This is an optimization exercise on Yosys and OpenROAD, whose aim is small area and a short achievable clock period, not a production implementation.
RTL that was checked went through simulation tests only; none was proved equivalent to the original.

## run A
==> flow/design.v (excerpt) <==
module half_sigmoid(
input rstn,
input clk,
input in_valid,
input [15:0] a,
output out_valid,
output [15:0] c
);
localparam DROWS = 2;                           
localparam DSTG  = (12 + DROWS - 1) / DROWS;    
localparam LAT   = 8 + DSTG;                    
reg [LAT:0] vpipe;
always @(posedge clk)
  if (!rstn) vpipe <= 0;
  else       vpipe <= {vpipe[LAT-1:0], in_valid};
assign out_valid = vpipe[LAT];
wire [4:0] E_i   = a[14:10];
wire       clp_i = (E_i > 5'd17);
reg  [9:0] M_0; reg [4:0] E_0; reg s_0, sp_0;
always @(posedge clk) begin
  M_0  <= clp_i ? 10'd0 : a[9:0];
  E_0  <= clp_i ? 5'd18 : E_i;
  s_0  <= a[15];
  sp_0 <= (a[15:1] == 15'h0200);
end
wire        ez_a = (E_0 == 5'd0);
wire [21:0] N_a  = {11'b0, 1'b1, M_0};
wire [21:0] t_a  = (N_a << 10) + (N_a << 9) - (N_a << 6) + (N_a << 2) + N_a;
wire        t21  = t_a[21];
wire [10:0] ym_a = ez_a ? 11'd0 : (t21 ? t_a[21:11] : t_a[20:10]);
reg [10:0] ym_1; reg [4:0] E_1; reg t21_1, sy_1, sp_1;
  ...
export LEC_CHECK = 0
export ABC_AREA = 1
export CAP_MARGIN = 20
export CORE_MARGIN = 2
export CORE_UTILIZATION = 40
export CTS_BUF_LIST = sky130_fd_sc_hd__clkbuf_4 sky130_fd_sc_hd__clkbuf_8
export GPL_TIMING_DRIVEN = 0
export SETUP_SLACK_MARGIN = 5
export SLEW_MARGIN = 20
create_clock -name core_clock -period 9.5 [get_ports {clk}]
standard.sh (not shown) runs the stock make flow with config.mk's settings and CLKGATE_MAP_FILE= SYNTH_SCRIPT=/design/flow/synth_recipe.tcl, a recipe that flattens the netlist after the stock synthesis.
==> flow/flow/run.sh <==
#!/bin/bash
# Standard ORFS layout, except that after the standard synthesis the
# combinational logic between the registers is re-mapped by ABC for area
# (flip-flops, their names and cell types are kept as synthesis made them),
# the port buffers are buf_4 cells and timing repair aims at a 3.9 ns period
# (setup margin 5.6 ns at the design's 9.5 ns clock; the SDC is unchanged).
set -euo pipefail
RES=$PWD/orfs/results/$FLOW_PLATFORM/half_sigmoid/base
YOSYS=$FLOW_HOME/../tools/install/yosys/bin/yosys
bash standard.sh synth > synth.log 2>&1
cp $RES/1_2_yosys.v $RES/1_2_yosys_std.v
LIB=$FLOW_HOME/platforms/$FLOW_PLATFORM/lib/sky130_fd_sc_hd__tt_025C_1v80.lib \
IN=$RES/1_2_yosys_std.v OUT=$RES/1_2_yosys.v TOP=$FLOW_TOP \
  $YOSYS -c flow/remap.tcl > remap.log 2>&1
bash standard.sh finish BUFFER_PORTS_ARGS="-buffer_cell sky130_fd_sc_hd__buf_4" SETUP_SLACK_MARGIN=5.6 > standard.log 2>&1
==> flow/flow/abc.constr <==
set_driving_cell sky130_fd_sc_hd__buf_1
set_load 5
==> flow/flow/remap.tcl <==
yosys -import
set lib $::env(LIB)
set dont {}
foreach c {probe_p_8 probec_p_8} { lappend dont -dont_use sky130_fd_sc_hd__$c }
lappend dont -dont_use {sky130_fd_sc_hd__lpflow_*} -dont_use {sky130_fd_sc_hd__fill_*}
read_liberty -ignore_miss_func $lib
read_verilog $::env(IN)
hierarchy -top $::env(TOP)
set seq {}
foreach m [split [string trim [tee -q -s result.string select -list-mod =A:liberty_cell]] "\n"] { }
# keep flip-flops and tie cells as cells
foreach c [split [exec grep -o {sky130_fd_sc_hd__\(df\|conb\|dl\|sdf\|ed\)[a-z0-9_]*} $::env(IN) | sort -u] "\n"] {
  if {$c ne ""} { setattr -mod -set keep_hierarchy 1 $c; lappend seq $c }
}
flatten
opt_clean
abc -liberty $lib {*}$dont -script "+strash;dch,-f;map,-D,2500;topo;buffer;upsize;dnsize" -constr flow/abc.constr
opt_clean -purge
foreach c $seq { blackbox $c }
hierarchy -top $::env(TOP)
hilomap -singleton -hicell sky130_fd_sc_hd__conb_1 HI -locell sky130_fd_sc_hd__conb_1 LO
splitnets
opt_clean -purge
tee -o $::env(OUT).stat stat -liberty $lib
write_verilog -noattr -noexpr -nohex -nodec $::env(OUT)
What run B does differently from run A at the input level:
Settings: a deleted CTS_BUF_LIST that had been sky130_fd_sc_hd__clkbuf_4 sky130_fd_sc_hd__clkbuf_8.
--- a/flow/flow/run.sh
+++ b/flow/flow/run.sh
@@ -3,5 +3,3 @@
 # combinational logic between the registers is re-mapped by ABC for area
-# (flip-flops, their names and cell types are kept as synthesis made them),
-# the port buffers are buf_4 cells and timing repair aims at a 3.9 ns period
-# (setup margin 5.6 ns at the design's 9.5 ns clock; the SDC is unchanged).
+# (flip-flops, their names and cell types are kept as synthesis made them).
 set -euo pipefail
@@ -14,2 +12,2 @@
   $YOSYS -c flow/remap.tcl > remap.log 2>&1
-bash standard.sh finish BUFFER_PORTS_ARGS="-buffer_cell sky130_fd_sc_hd__buf_4" SETUP_SLACK_MARGIN=5.6 > standard.log 2>&1
+bash standard.sh finish BUFFER_PORTS_ARGS="-buffer_cell sky130_fd_sc_hd__buf_4" SETUP_SLACK_MARGIN=5.7 > standard.log 2>&1
==> results.txt <==
[diff] shortest period the worst path allows, run B relative to run A: regression
Changes observed in run B relative to run A: worst setup slack after layout saw a decrease; endpoint arrival time on the critical path saw a decrease.
Going from run A to run B, non-clock buffer count grew by more than a quarter.
Summary of run B over run A: post-layout instance count excluding filler cells barely changed; detailed route wirelength on metal3 saw a decrease.
What run C does differently from run B at the input level:
Settings: changing CORE_UTILIZATION from 40 to 60.
Notes after the runs:
met3 track demand over resource in global routing was higher in run C than in run B. [compare] base=run B new=run C: first-pass GRT wire length fell 1600 um; multi-input combinational cell count level. Re path length in cells of the critical path: run B was lower than run C. Where final area is concerned, run B is outperformed by run C.
Input changes introduced in run D (baseline for comparison: run C):
Settings: a change of CORE_UTILIZATION from 60 to 40; an added CTS_CLUSTER_SIZE of 30; an added CTS_BUF_LIST of sky130_fd_sc_hd__clkbuf_8.
--- a/flow/flow/run.sh
+++ b/flow/flow/run.sh
@@ -3,3 +3,5 @@
 # combinational logic between the registers is re-mapped by ABC for area
-# (flip-flops, their names and cell types are kept as synthesis made them).
+# (flip-flops, their names and cell types are kept as synthesis made them),
+# the port buffers are buf_4 cells and timing repair aims at a 3.9 ns period
+# (setup margin 5.6 ns at the design's 9.5 ns clock; the SDC is unchanged).
 set -euo pipefail
@@ -12,2 +14,2 @@
   $YOSYS -c flow/remap.tcl > remap.log 2>&1
-bash standard.sh finish BUFFER_PORTS_ARGS="-buffer_cell sky130_fd_sc_hd__buf_4" SETUP_SLACK_MARGIN=5.7 > standard.log 2>&1
+bash standard.sh finish BUFFER_PORTS_ARGS="-buffer_cell sky130_fd_sc_hd__buf_4" SETUP_SLACK_MARGIN=5.6 > standard.log 2>&1
### Flow results
Post-detailed-routing wire length | run D below run C
What run C reported for core outline area has to be multiplied by 1.5 to get the figure for run D.
Proportion of final cell area spent on non-clock buffers: run D vs run C down 0.96 points
#### Input delta (run E over run D)
Settings: CTS_CLUSTER_SIZE no longer set, was 30; CTS_BUF_LIST no longer set, was sky130_fd_sc_hd__clkbuf_8.
--- a/flow/flow/run.sh
+++ b/flow/flow/run.sh
@@ -3,5 +3,3 @@
 # combinational logic between the registers is re-mapped by ABC for area
-# (flip-flops, their names and cell types are kept as synthesis made them),
-# the port buffers are buf_4 cells and timing repair aims at a 3.9 ns period
-# (setup margin 5.6 ns at the design's 9.5 ns clock; the SDC is unchanged).
+# (flip-flops, their names and cell types are kept as synthesis made them).
 set -euo pipefail
@@ -14,2 +12,2 @@
   $YOSYS -c flow/remap.tcl > remap.log 2>&1
-bash standard.sh finish BUFFER_PORTS_ARGS="-buffer_cell sky130_fd_sc_hd__buf_4" SETUP_SLACK_MARGIN=5.6 > standard.log 2>&1
+bash standard.sh finish BUFFER_PORTS_ARGS="-buffer_cell sky130_fd_sc_hd__buf_4" SETUP_SLACK_MARGIN=5.8 > standard.log 2>&1
Findings:
- Looking at run D and run E, the die footprint is a wash.
- Density: run E denser than run D
- Via count of the first global-routing pass on run E is down relative to run D.
- Compared with run D, run E shows a setup slack after layout that is 17 ps higher.
- Looking at reg2reg setup slack, run E sits 20 ps higher than run D does.
- Per the comparison of run E with run D, area of combinational cells with multiple inputs rose by 5.5%; buffer and inverter count on the worst path fell by 1; shortest clock period the worst path allows after layout fell by 17 ps; critical path depth rose by 5; clock-buffer cell count fell by 31.


== job 2285 ==
half_sigmoid, a different RTL version from the one above (not shown whole).
Size: about 4600 cells after synthesis, ~36 I/O pins, roughly 0.028 mm² of cells after synthesis.
Settings: LEC_CHECK=0, ABC_AREA=1, CAP_MARGIN=20, CORE_MARGIN=2, CORE_UTILIZATION=40, SETUP_SLACK_MARGIN=5, SLEW_MARGIN=20; clock period 9.5 ns.
==> flow/flow/run.sh <==
#!/bin/bash
# Standard ORFS layout, except that after the standard synthesis the
# combinational logic between the registers is re-mapped by ABC for area
# (flip-flops, their names and cell types are kept as synthesis made them).
set -euo pipefail
RES=$PWD/orfs/results/$FLOW_PLATFORM/half_sigmoid/base
YOSYS=$FLOW_HOME/../tools/install/yosys/bin/yosys
bash standard.sh synth > synth.log 2>&1
cp $RES/1_2_yosys.v $RES/1_2_yosys_std.v
LIB=$FLOW_HOME/platforms/$FLOW_PLATFORM/lib/sky130_fd_sc_hd__tt_025C_1v80.lib \
IN=$RES/1_2_yosys_std.v OUT=$RES/1_2_yosys.v TOP=$FLOW_TOP \
  $YOSYS -c flow/remap.tcl > remap.log 2>&1
bash standard.sh > standard.log 2>&1
==> flow/flow/remap.tcl <==
yosys -import
set lib $::env(LIB)
set dont {}
foreach c {probe_p_8 probec_p_8} { lappend dont -dont_use sky130_fd_sc_hd__$c }
lappend dont -dont_use {sky130_fd_sc_hd__lpflow_*} -dont_use {sky130_fd_sc_hd__fill_*}
read_liberty -ignore_miss_func $lib
read_verilog $::env(IN)
hierarchy -top $::env(TOP)
set seq {}
foreach m [split [string trim [tee -q -s result.string select -list-mod =A:liberty_cell]] "\n"] { }
# keep flip-flops and tie cells as cells
foreach c [split [exec grep -o {sky130_fd_sc_hd__\(df\|conb\|dl\|sdf\|ed\)[a-z0-9_]*} $::env(IN) | sort -u] "\n"] {
  if {$c ne ""} { setattr -mod -set keep_hierarchy 1 $c; lappend seq $c }
}
flatten
opt_clean
abc -liberty $lib {*}$dont -script "+strash;dc2;dch,-f;map,-B,0.9;topo"
opt_clean -purge
foreach c $seq { blackbox $c }
hierarchy -top $::env(TOP)
hilomap -singleton -hicell sky130_fd_sc_hd__conb_1 HI -locell sky130_fd_sc_hd__conb_1 LO
splitnets
opt_clean -purge
tee -o $::env(OUT).stat stat -liberty $lib
write_verilog -noattr -noexpr -nohex -nodec $::env(OUT)
> inputs changed (job 2285 -> job 9505)
==> flow/flow/run.sh <==
#!/bin/bash
# standard layout, with timing repair aimed at a 3.5 ns period (setup margin 6 ns at 9.5 ns)
bash standard.sh finish SETUP_SLACK_MARGIN=6 > standard.log 2>&1
removed: flow/flow/remap.tcl
==> results.txt <==
Job 9505 finished every stage and its layout cleared the timing, DRC and antenna checks. A library cell contributing the largest single delay on the critical path of sky130_fd_sc_hd__nor2_1 is what job 2285 shows, while sky130_fd_sc_hd__dfxtp_2 belongs to job 9505. Per the comparison of job 9505 with job 2285, buffer count excluding the clock tree in the final layout picked up an extra about 340%; clock insertion delay at the later pin of the skew report picked up an extra 0.03 ns; final hold slack lost 0.0073 ns. When the final numbers for job 2285 and job 9505 were put side by side, the flop-to-flop setup slack turned out to be smaller in job 2285.
Input-level comparison between job 5442 and job 9505:
==> flow/flow/run.sh <==
#!/bin/bash
# standard layout, logged
bash standard.sh > standard.log 2>&1
==> comparison <==
Job 5442 vs job 9505: clock network contribution to total cell area up. Job 5442 and job 9505 ended up with nearly the same multi-input combinational cell count. Logic depth of the worst path, buffers included (higher): job 9505. Every stage of the flow completed for job 5442, and the final layout passed the timing, DRC and antenna checks. From job 9505 to job 5442, count of buffers inserted at the top-level ports did not move at all. Reported for job 5442 and job 9505, well-tap cell count turned out identical to the last digit. Looking at setup slack across both flows, job 5442 is the weaker of the two, with job 9505 ahead. Time the final worst path needs with I/O delays and setup on job 5442 is up relative to job 9505. Count of buffers not belonging to the clock network in the layout went down by more than half going from job 9505 to job 5442. Job 5442 vs job 9505, utilization went down by 7.6 points.
No functional check of the RTL was part of any run of this note.

[separate check: timing with driven ports]
No port has a modelled driver above. Below, the same layouts with a new extraction and two added sets of constraints.
Step 1: set_driving_cell puts a clkbuf_16 on clk and a buf_2 on each other input, an assumption about the parent block.
Step 2 moves the port delays by t, midway between the first and last clock arrival at a register: inputs arrive t later, outputs are due t later. That takes back most of the time a late clock gives input paths.
Three values: no drivers, after step 1, after step 2; two values: the first two.
run | t (ns) | setup WS [ns] | worst setup path at the end | worst slew at a driven data input, ns
run A | 0.706 | 5.839 / 5.839 / 5.839 | register to register | 0.04
run B | 0.659 | 5.820 / 5.820 / 5.820 | register to register | 0.04
run C | 0.641 | 5.602 / 5.602 / 5.602 | register to register | 0.04
run D | 0.708 | 5.812 / 5.812 / 5.812 | register to register | 0.04
run E | 0.663 | 5.829 / 5.829 / 5.829 | register to register | 0.04
job 2285 | 0.654 | 5.060 / 5.060 / 5.060 | register to register | 0.11
job 9505 | 0.673 | 5.565 / 5.565 / 5.565 | register to register | 0.06
job 5442 | 0.668 | 5.256 / 5.256 / 5.256 | register to register | 0.05
After both steps setup and hold are still met in every run listed.
